This is an optimization exercise on Yosys and OpenROAD, whose aim is small area, not a production implementation.
Only simulation tests tie the RTL to the original design; equivalence was not proved.

== v15 ==
==> module board, before the edit <==
module board(clk, rst, setSignal, setSpace, setRow, setCol, reset,
             outBoard, inc, clr);
  input clk, rst;
  input setSignal, reset;
  input [4:0] setRow;
  input [3:0] setCol;
  input [15:0] setSpace;
  output reg [199:0] outBoard;
  output [4:1] inc;        
  output clr;              
  reg rb2, rb1;            
  reg sb2, sb1;            
  assign clr = rb2 & ~rb1;
  wire apply = sb2 & ~sb1;
  always @(posedge clk) begin
    if (rst) begin
      rb2 <= 1'b0; rb1 <= 1'b0; sb2 <= 1'b0; sb1 <= 1'b0;
    end
    else begin
      sb2 <= setSignal;
      sb1 <= sb2;
      if (clr) begin
        rb2 <= 1'b0; rb1 <= 1'b0;
      end
      else begin
        rb2 <= reset; rb1 <= rb2;
      end
    end
  end
  wire [19:0] full;
  reg [5:1] t [0:20];
  reg [2:0] a [0:19];      
  reg [19:0] g3, g0;
  wire keep = ~rst & ~clr;
  integer r, k, c, e, i, j, m;
  genvar g;
  generate
    for (g = 0; g < 20; g = g + 1) begin : rows
      assign full[g] = &outBoard[g*10 +: 10];
    end
  endgenerate
  function tt(input integer jj, input integer kk);
    begin
      if (kk == 0) tt = 1'b1;
      else if (kk > 5) tt = 1'b0;
      else tt = t[jj > 20 ? 20 : jj][kk];
    end
  endfunction
  always @* begin
    t[0] = 5'b0;
    for (m = 0; m < 20; m = m + 1)
      t[m+1] = t[m] | ({5{full[m]}} & {t[m][4:1], 1'b1});
    for (r = 0; r < 20; r = r + 1) begin
      g3[r] = keep & (r + 3 < 20) & tt(r+3, 3);
      g0[r] = keep & ~tt(r+3, 3);
    end
    for (m = 0; m < 20; m = m + 1)
      for (k = 0; k < 3; k = k + 1)
        a[m][k] = (m + k < 20) & ((tt(m+k, k) & ~tt(m+k+1, k+1)) |
                                  (tt(m+k, k+3) & ~tt(m+k+1, k+4)));
  end
  assign inc = {t[20][4] & ~t[20][5], t[20][3] & ~t[20][4], t[20][2] & ~t[20][3], t[20][1] & ~t[20][2]};
  reg [33:0] p;
  always @* begin
    p = 34'b0;
    for (i = 0; i < 4; i = i + 1)
      for (j = 0; j < 4; j = j + 1)
        p[10*i+j] = setSpace[4*i+j];
  end
  wire [48:0] q0 = {15'b0, p} << setCol;
  wire [58:0] q = setRow[0] ? {q0, 10'b0} : {10'b0, q0};
  wire put = ~rst & apply;
  wire [15:0] hsel = {15'b0, put} << setRow[4:1];
  reg [199:0] x, nb;
  reg [9:0] row;
  always @* begin
    for (m = 0; m < 20; m = m + 1) begin
      row = 10'b0;
      for (k = 0; k < 3; k = k + 1)
        if (m + k < 20)
          row = row | ({10{a[m][k]}} & outBoard[(m+k)*10 +: 10]);
      x[m*10 +: 10] = row;
    end
    for (r = 0; r < 20; r = r + 1) begin
      row = {10{g0[r]}} & x[r*10 +: 10];
      if (r + 3 < 20)
        row = row | ({10{g3[r]}} & x[(r+3)*10 +: 10]);
      for (e = -1; e < 6; e = e + 1)
        if (((r + 2 - e) % 2 == 0) && (r + 2 - e) / 2 >= 0 && (r + 2 - e) / 2 < 16)
          for (c = 0; c < 10; c = c + 1)
            if (10*e + c + 2 >= 0 && 10*e + c + 2 < 59)
              row[c] = row[c] | (hsel[(r + 2 - e) / 2] & q[10*e + c + 2]);
      nb[r*10 +: 10] = row;
    end
  end
  always @(posedge clk)
    outBoard <= nb;
endmodule
clock: 100.0 ns
lec_check: 0
cap_margin: 20
core_margin: 2
core_utilization: 25
place_density: 0.4
slew_margin: 20
standard.sh (not shown) runs the stock make flow with config.mk's settings and CLKGATE_MAP_FILE= SYNTH_SCRIPT=/design/flow/synth_recipe.tcl, a recipe that flattens the netlist after the stock synthesis.
==> flow/flow/run.sh <==
#!/bin/bash
# Own layout flow: the standard flow, with three changes that only make
# the layout smaller:
#  - synthesis is the standard synthesis script, but ABC maps the logic
#    with an area-oriented script (flow/area.abc) instead of the speed script
#    (the clock period is 100 ns, far above any path); registers are untouched;
#  - the port buffers are sky130_fd_sc_hd__buf_1 cells;
#  - clock tree synthesis uses small clock buffers and no dummy loads.
# Each tool's output goes to a log file of its own in the work folder.
set -euo pipefail
W=$PWD
cat > "$W/area_synth.tcl" <<EOT
proc abc {args} {
  set i [lsearch -exact \$args -script]
  if {\$i >= 0} { lset args [expr {\$i + 1}] $W/flow/area.abc }
  yosys abc {*}\$args
}
source $W/synth_recipe.tcl
EOT
sed "s#SYNTH_SCRIPT=[^ ]*#SYNTH_SCRIPT=$W/area_synth.tcl#" standard.sh > "$W/area_standard.sh"
export BUFFER_PORTS_ARGS="-buffer_cell sky130_fd_sc_hd__buf_1"
export CTS_ARGS="-sink_clustering_enable -repair_clock_nets -dont_use_dummy_load -buf_list sky130_fd_sc_hd__clkbuf_2 -root_buf sky130_fd_sc_hd__clkbuf_4"
bash "$W/area_standard.sh" synth > "$W/synth.log" 2>&1
bash "$W/area_standard.sh" floorplan place > "$W/floorplan_place.log" 2>&1
bash "$W/area_standard.sh" cts > "$W/cts.log" 2>&1
bash "$W/area_standard.sh" > "$W/route_finish.log" 2>&1
==> flow/flow/area.abc <==
strash
fraig
rewrite
refactor
balance
rewrite -z
refactor -z
rewrite -z
balance
&get -n
&st
&dch -f
&nf -R 1000 -E 100 -p -C 32 -F 8
&put
Inputs modified between v15 and v4:
--- a/flow/design.v
+++ b/flow/design.v
@@ -134,8 +134,8 @@
       for (j = 0; j < 4; j = j + 1)
         p[10*i+j] = setSpace[4*i+j];
   end
-  wire [48:0] q0 = {15'b0, p} << setCol;
-  wire [58:0] q = setRow[0] ? {q0, 10'b0} : {10'b0, q0};
+  wire [58:0] p1 = setRow[0] ? {15'b0, p, 10'b0} : {25'b0, p};
+  wire [58:0] q = p1 << setCol;
   wire put = ~rst & apply;
   wire [15:0] hsel = {15'b0, put} << setRow[4:1];
   reg [199:0] x, nb;
[summary]
- The area growth from synthesis to final layout number comes out lower for v15 vs v4.
- Number of cells on the critical path down 2 in v4 wrt v15
- Looking at final standard cell area without fillers across both flows, v4 is the stronger of the two, with v15 trailing.
- Diff v15 -> v4: residual DRC count held, die outline area went down 510 um^2.
- vga.hq[3] as the startpoint of the most critical setup path was reported by v4, and vga.hq[1] by v15.

-- separate check: timing with driven ports --
In the flow no input, the clock included, has a driving cell. The finished layouts below were timed again as built, in two steps. Step 1: set_driving_cell puts a clkbuf_16 on clk and a buf_2 on each other input, an assumption about the parent block. Step 2 also shifts input and output timing later by t, the mid clock arrival at the registers, as if the neighbouring blocks saw the same clock. Three values: no drivers, after step 1, after step 2; two values: the first two.
| run | shift t [ns] | setup WS [ns] | latest minus earliest clock arrival (ns) | pins driven straight from the clock port |
|---|---|---|---|---|
| v15 | 0.876 | 77.187 / 77.122 / 76.906 | 0.092 / 0.092 | 1 |
| v4 | 0.881 | 77.089 / 77.029 / 76.854 | 0.141 / 0.141 | 1 |
After both steps setup and hold are still met in every run listed. The setup slack of v15, which loses most, moves by -0.065 ns with the drivers and by -0.281 ns with both steps.
